Source: an optimization exercise on an open RTL-to-GDS flow (aim: small area and a short achievable clock period). Production flows keep margins and buffers that such runs may drop. The RTL was checked by simulation tests, not by an equivalence proof against the original design. Power figures rest on the tool's default switching activity, not on a simulated workload.

Setup of run 1:
Design lab4_2, start of the top module:
module lab4_2(
  input [1:0] mode,
  input [2:0] n_gasoline_pumps,
  input [2:0] n_diesel_pumps,
  input [3:0] fuel_amount,
  input fuel_type,
  input CLK,
  input rst,
  output [0:5] pump_status,
  output is_gasoline_queue_not_full,
  output is_diesel_queue_not_full,
  output [3:0] n_cars_in_gasoline_queue,
  output [3:0] n_cars_in_diesel_queue,
  output [7:0] total_gasoline_needed,
  output [7:0] total_diesel_needed,
  output reg invalid_gasoline_car,
  output reg invalid_diesel_car,
  output reg invalid_setup_params
);
export LEC_CHECK = 0
export CAP_MARGIN = 20
export CORE_MARGIN = 2
export CORE_UTILIZATION = 35
export CTS_BUF_LIST = sky130_fd_sc_hd__clkbuf_8
export PLACE_DENSITY = 0.45
export SLEW_MARGIN = 20
create_clock -name core_clock -period 36.0 [get_ports {CLK}]
standard.sh (not shown) runs the stock make flow with config.mk's settings and CLKGATE_MAP_FILE= SYNTH_SCRIPT=/design/flow/synth_recipe.tcl, a recipe that flattens the netlist after the stock synthesis.
==> flow/flow/run.sh <==
#!/bin/bash
# Own layout flow: the standard layout (standard.sh) with these changes:
#  1. synthesis keeps lab4_2_core (pure combinational logic) apart from the
#     top module, so the command inputs only pass through the top's final
#     logic, and maps the logic with an area-minded ABC script (flow/abc.script)
#     and without the full-adder extraction (flow/synth.tcl); the registers
#     are the same as the standard synthesis's, all in the top module;
#  2. ports get sky130_fd_sc_hd__buf_1 buffers (the resizer sizes them up
#     where timing needs it);
#  3. ORFS's timing repair aims for a setup slack margin (flow/margin.txt),
#     so the gates get sized for a short period.
# Each tool's output goes to a log file of its own in this folder.
set -euo pipefail
W=$PWD
MARGIN=$(cat "$W/flow/margin.txt")
make -C "$FLOW_HOME" DESIGN_CONFIG="$W/config.mk" WORK_HOME="$W/orfs" CLKGATE_MAP_FILE= \
  SYNTH_SCRIPT="$W/flow/synth.tcl" MY_ABC_SCRIPT="$W/flow/abc.script" ADDER_MAP_FILE= \
  SYNTH_HIERARCHICAL=1 SYNTH_MINIMUM_KEEP_SIZE=0 \
  synth > "$W/synth.log" 2>&1
BUFFER_PORTS_ARGS="-buffer_cell sky130_fd_sc_hd__buf_1" SETUP_SLACK_MARGIN=$MARGIN \
  bash "$W/standard.sh" > "$W/layout.log" 2>&1
==> flow/flow/abc.script <==
strash
&get -n
&st
&dch
&nf -R 200
&st
&dch
&nf -R 200
&st
&dch
&nf -R 200
&put
==> flow/flow/margin.txt <==
27.3
==> flow/flow/synth.tcl <==
# The standard synthesis (synth_recipe.tcl: ORFS synth.tcl without Yosys's fsm
# and share passes, then flatten and rename), except that ABC maps the logic
# with the script named by MY_ABC_SCRIPT (flow/abc.script) instead of ORFS's
# speed script with its 36 ps delay target.  Registers are untouched by ABC.
proc synth {args} { yosys synth -nofsm -noshare {*}$args }
proc abc {args} {
  set keep {}
  set skip 0
  foreach a $args {
    if { $skip } { set skip 0; continue }
    if { $a in {-script -constr -D} } { set skip 1; continue }
    lappend keep $a
  }
  if { [info exists ::env(MY_ABC_SCRIPT)] } { lappend keep -script $::env(MY_ABC_SCRIPT) }
  puts "abc (custom) $keep"
  yosys abc {*}$keep
}
source $::env(SCRIPTS_DIR)/synth.tcl
# left out here: clear keep_hierarchy, flatten, clean up, hide names made inside functions, write 1_2_yosys.v
For run 2, these inputs were changed with respect to run 1:
==> flow/flow/abc.script <==
strash
&get -n
&fraig -x
&put
scorr
dc2
dret
strash
&get -n
&dch -f
&nf
&put
Findings:
For run 2, the flow was terminated by a tool error in synthesis and produced no final design.
The following lists how run 3 was set up differently from run 2:
==> flow/flow/abc.script <==
strash
&get -n
&st
&dch -x
&nf -R 200
&st
&dch -x
&nf -R 200
&st
&dch -x
&nf -R 200
&put
--- a/flow/flow/synth.tcl
+++ b/flow/flow/synth.tcl
@@ -1,4 +0,0 @@
-# The standard synthesis (synth_recipe.tcl: ORFS synth.tcl without Yosys's fsm
-# and share passes, then flatten and rename), except that ABC maps the logic
-# with the script named by MY_ABC_SCRIPT (flow/abc.script) instead of ORFS's
-# speed script with its 36 ps delay target.  Registers are untouched by ABC.
Of run 3 and run 2, only run 2 never reached the final stage.
For run 4, these inputs were changed with respect to run 3:
Settings: a change of CORE_UTILIZATION from 35 to 42; a change of PLACE_DENSITY from 0.45 to 0.52.
--- a/flow/flow/synth.tcl
+++ b/flow/flow/synth.tcl
@@ -0,0 +1,4 @@
+# The standard synthesis (synth_recipe.tcl: ORFS synth.tcl without Yosys's fsm
+# and share passes, then flatten and rename), except that ABC maps the logic
+# with the script named by MY_ABC_SCRIPT (flow/abc.script) instead of ORFS's
+# speed script with its 36 ps delay target.  Registers are untouched by ABC.
[summary]
- Final setup slack of the worst path for run 4: 0.0077 ns up relative to run 3
- Summary: minimum clock period after layout, run 4 better than run 3
- Iteration-0 DRC count of the detailed router was lower in the run labelled run 4.

* * *

Another version of the RTL of lab4_2 (not shown whole).
For scale: ~120 flip-flops, roughly 0.0082 mm2 of cells after synthesis.
export LEC_CHECK = 0
export CAP_MARGIN = 20
export CORE_MARGIN = 2
export CORE_UTILIZATION = 35
export CTS_BUF_LIST = sky130_fd_sc_hd__clkbuf_8
export PLACE_DENSITY = 0.45
export SLEW_MARGIN = 20
create_clock -name core_clock -period 36.0 [get_ports {CLK}]
==> flow/flow/run.sh <==
#!/bin/bash
# Own layout flow: the standard layout (standard.sh) with these changes:
#  1. synthesis keeps lab4_2_core (pure combinational logic) apart from the
#     top module, so the command inputs only pass through the top's final
#     logic, and maps the logic with Yosys's default ABC script and without
#     the full-adder extraction (flow/synth.tcl); the registers are the same
#     as the standard synthesis's, all in the top module;
#  2. ORFS's timing repair aims for a setup slack margin (flow/margin.txt),
#     so the gates get sized for a short period.
# Each tool's output goes to a log file of its own in this folder.
set -euo pipefail
W=$PWD
MARGIN=$(cat "$W/flow/margin.txt")
make -C "$FLOW_HOME" DESIGN_CONFIG="$W/config.mk" WORK_HOME="$W/orfs" CLKGATE_MAP_FILE= \
  SYNTH_SCRIPT="$W/flow/synth.tcl" ADDER_MAP_FILE= SYNTH_HIERARCHICAL=1 SYNTH_MINIMUM_KEEP_SIZE=0 \
  synth > "$W/synth.log" 2>&1
BUFFER_PORTS_ARGS="-buffer_cell sky130_fd_sc_hd__buf_1" SETUP_SLACK_MARGIN=$MARGIN bash "$W/standard.sh" > "$W/layout.log" 2>&1
==> flow/flow/margin.txt <==
27.5
==> flow/flow/synth.tcl <==
# The standard synthesis (synth_recipe.tcl), except that ABC maps the logic
# with Yosys's default ABC script instead of ORFS's speed script.
proc synth {args} { yosys synth -nofsm -noshare {*}$args }

proc abc {args} {
  set keep {}
  set skip 0
  foreach a $args {
    if { $skip } { set skip 0; continue }
    if { $a in {-script -constr -D} } { set skip 1; continue }
    lappend keep $a
  }
  puts "abc (default script) $keep"
  yosys abc {*}$keep
}
source $::env(SCRIPTS_DIR)/synth.tcl
# left out here: clear keep_hierarchy, flatten, clean up, hide names made inside functions, write 1_2_yosys.v
Next try:
==> flow/flow/margin.txt (replaced) <==
27
CORE_UTILIZATION = 25   (was 35)
CTS_BUF_LIST = sky130_fd_sc_hd__clkbuf_4 sky130_fd_sc_hd__clkbuf_8   (was sky130_fd_sc_hd__clkbuf_8)
PLACE_DENSITY = 0.4   (was 0.45)
Outcome:
- wire length is lower by 0.94%
- utilization is lower by 13 points
- power is lower by 2.8%
- synthesized area stays the same
- worst hold slack is better by 0.013 ns
- fmax is lower by 1.6%
- final cell count is higher by 7.1%
- combinational power is lower by about 6%
- critical path depth stays the same
- worst setup slack is worse by 0.14 ns
Next try:
CORE_UTILIZATION = 35   (was 25)
CTS_BUF_LIST = sky130_fd_sc_hd__clkbuf_8   (was sky130_fd_sc_hd__clkbuf_4 sky130_fd_sc_hd__clkbuf_8)
PLACE_DENSITY = 0.45   (was 0.4)
Sequential power is about the same.
Power falls by about 0.75%.
Die area falls by 28%.
Final cell count falls by 7.9%.
Wire length falls by 1.2%.
Cell area falls by about 2%.
Next try:
==> flow/flow/run.sh (replaced) <==
#!/bin/bash
# Own layout flow: the standard layout (standard.sh) with these changes:
#  1. synthesis keeps lab4_2_core (pure combinational logic) apart from the
#     top module, so the command inputs only pass through the top's final
#     logic, and maps the logic with an area-minded ABC script (flow/abc.script)
#     and without the full-adder extraction (flow/synth.tcl); the registers
#     are the same as the standard synthesis's, all in the top module;
#  2. ports get sky130_fd_sc_hd__buf_1 buffers (the resizer sizes them up
#     where timing needs it);
#  3. ORFS's timing repair aims for a setup slack margin (flow/margin.txt),
#     so the gates get sized for a short period.
# Each tool's output goes to a log file of its own in this folder.
set -euo pipefail
W=$PWD
MARGIN=$(cat "$W/flow/margin.txt")
make -C "$FLOW_HOME" DESIGN_CONFIG="$W/config.mk" WORK_HOME="$W/orfs" CLKGATE_MAP_FILE= \
  SYNTH_SCRIPT="$W/flow/synth.tcl" MY_ABC_SCRIPT="$W/flow/abc.script" ADDER_MAP_FILE= \
  SYNTH_HIERARCHICAL=1 SYNTH_MINIMUM_KEEP_SIZE=0 \
  synth > "$W/synth.log" 2>&1
BUFFER_PORTS_ARGS="-buffer_cell sky130_fd_sc_hd__buf_1" SETUP_SLACK_MARGIN=$MARGIN \
  bash "$W/standard.sh" > "$W/layout.log" 2>&1
==> flow/flow/abc.script (new file) <==
strash
&get -n
&st
&dch -x
&nf -R 200
&st
&dch -x
&nf -R 200
&st
&dch -x
&nf -R 200
&put
--- a/flow/flow/synth.tcl
+++ b/flow/flow/synth.tcl
@@ -1,2 +0,0 @@
-# The standard synthesis (synth_recipe.tcl), except that ABC maps the logic
-# with Yosys's default ABC script instead of ORFS's speed script.
@@ -4 +1,0 @@
-
@@ -13 +10,2 @@
-  puts "abc (default script) $keep"
+  if { [info exists ::env(MY_ABC_SCRIPT)] } { lappend keep -script $::env(MY_ABC_SCRIPT) }
+  puts "abc (custom) $keep"
Effect:
- The changed run completed without violations
- setup slack got worse by 0.0052 ns
- worst hold slack got worse by 0.071 ns
- cell area decreases by 2.0%
- wire length decreases by 6.8%
- non-clock buffer count increases by 6
- total power decreases by 3.0%
- global-route usage decreases by 1.1 points
- core utilization increases by 0.42 points
- clock power increases by about 3%

==> re-timing with driven ports <==
No port has a modelled driver above. Below, the same layouts with a new extraction and two added sets of constraints.
Step 1 sets driving cells, clkbuf_16 on the clock port and buf_2 on the other inputs (assumed; they add their load-dependent delay and slew).
Step 2 also shifts input and output timing later by t, the mid clock arrival at the registers, as if the neighbouring blocks saw the same clock.
a / b / c = ideal / step 1 / step 2; a / b = the first two.
| run | t (ns) | setup WS [ns] | hold WS [ns] | pins driven straight from the clock port |
|---|---|---|---|---|
| run 1 | 0.504 | 27.354 / 27.308 / 26.954 | 0.459 / 0.459 / 0.459 | 1 |
| run 3 | 0.492 | 27.345 / 27.301 / 26.961 | 0.456 / 0.456 / 0.456 | 1 |
| run 4 | 0.495 | 27.353 / 27.308 / 26.895 | 0.469 / 0.469 / 0.469 | 1 |
| the first run of note 2 | 0.489 | 27.214 / 27.167 / 27.082 | 0.478 / 0.478 / 0.478 | 1 |
| the second run of note 2 | 0.514 | 27.072 / 27.027 / 26.658 | 0.491 / 0.491 / 0.491 | 1 |
| the third run of note 2 | 0.506 | 27.068 / 27.024 / 26.690 | 0.561 / 0.561 / 0.561 | 1 |
| the fourth run of note 2 | 0.496 | 27.063 / 27.018 / 26.736 | 0.489 / 0.489 / 0.489 | 1 |
After both steps every run listed still meets setup and hold. For run 4, which loses most, drivers alone change the setup slack by -0.045 ns; drivers and shift together by -0.458 ns.
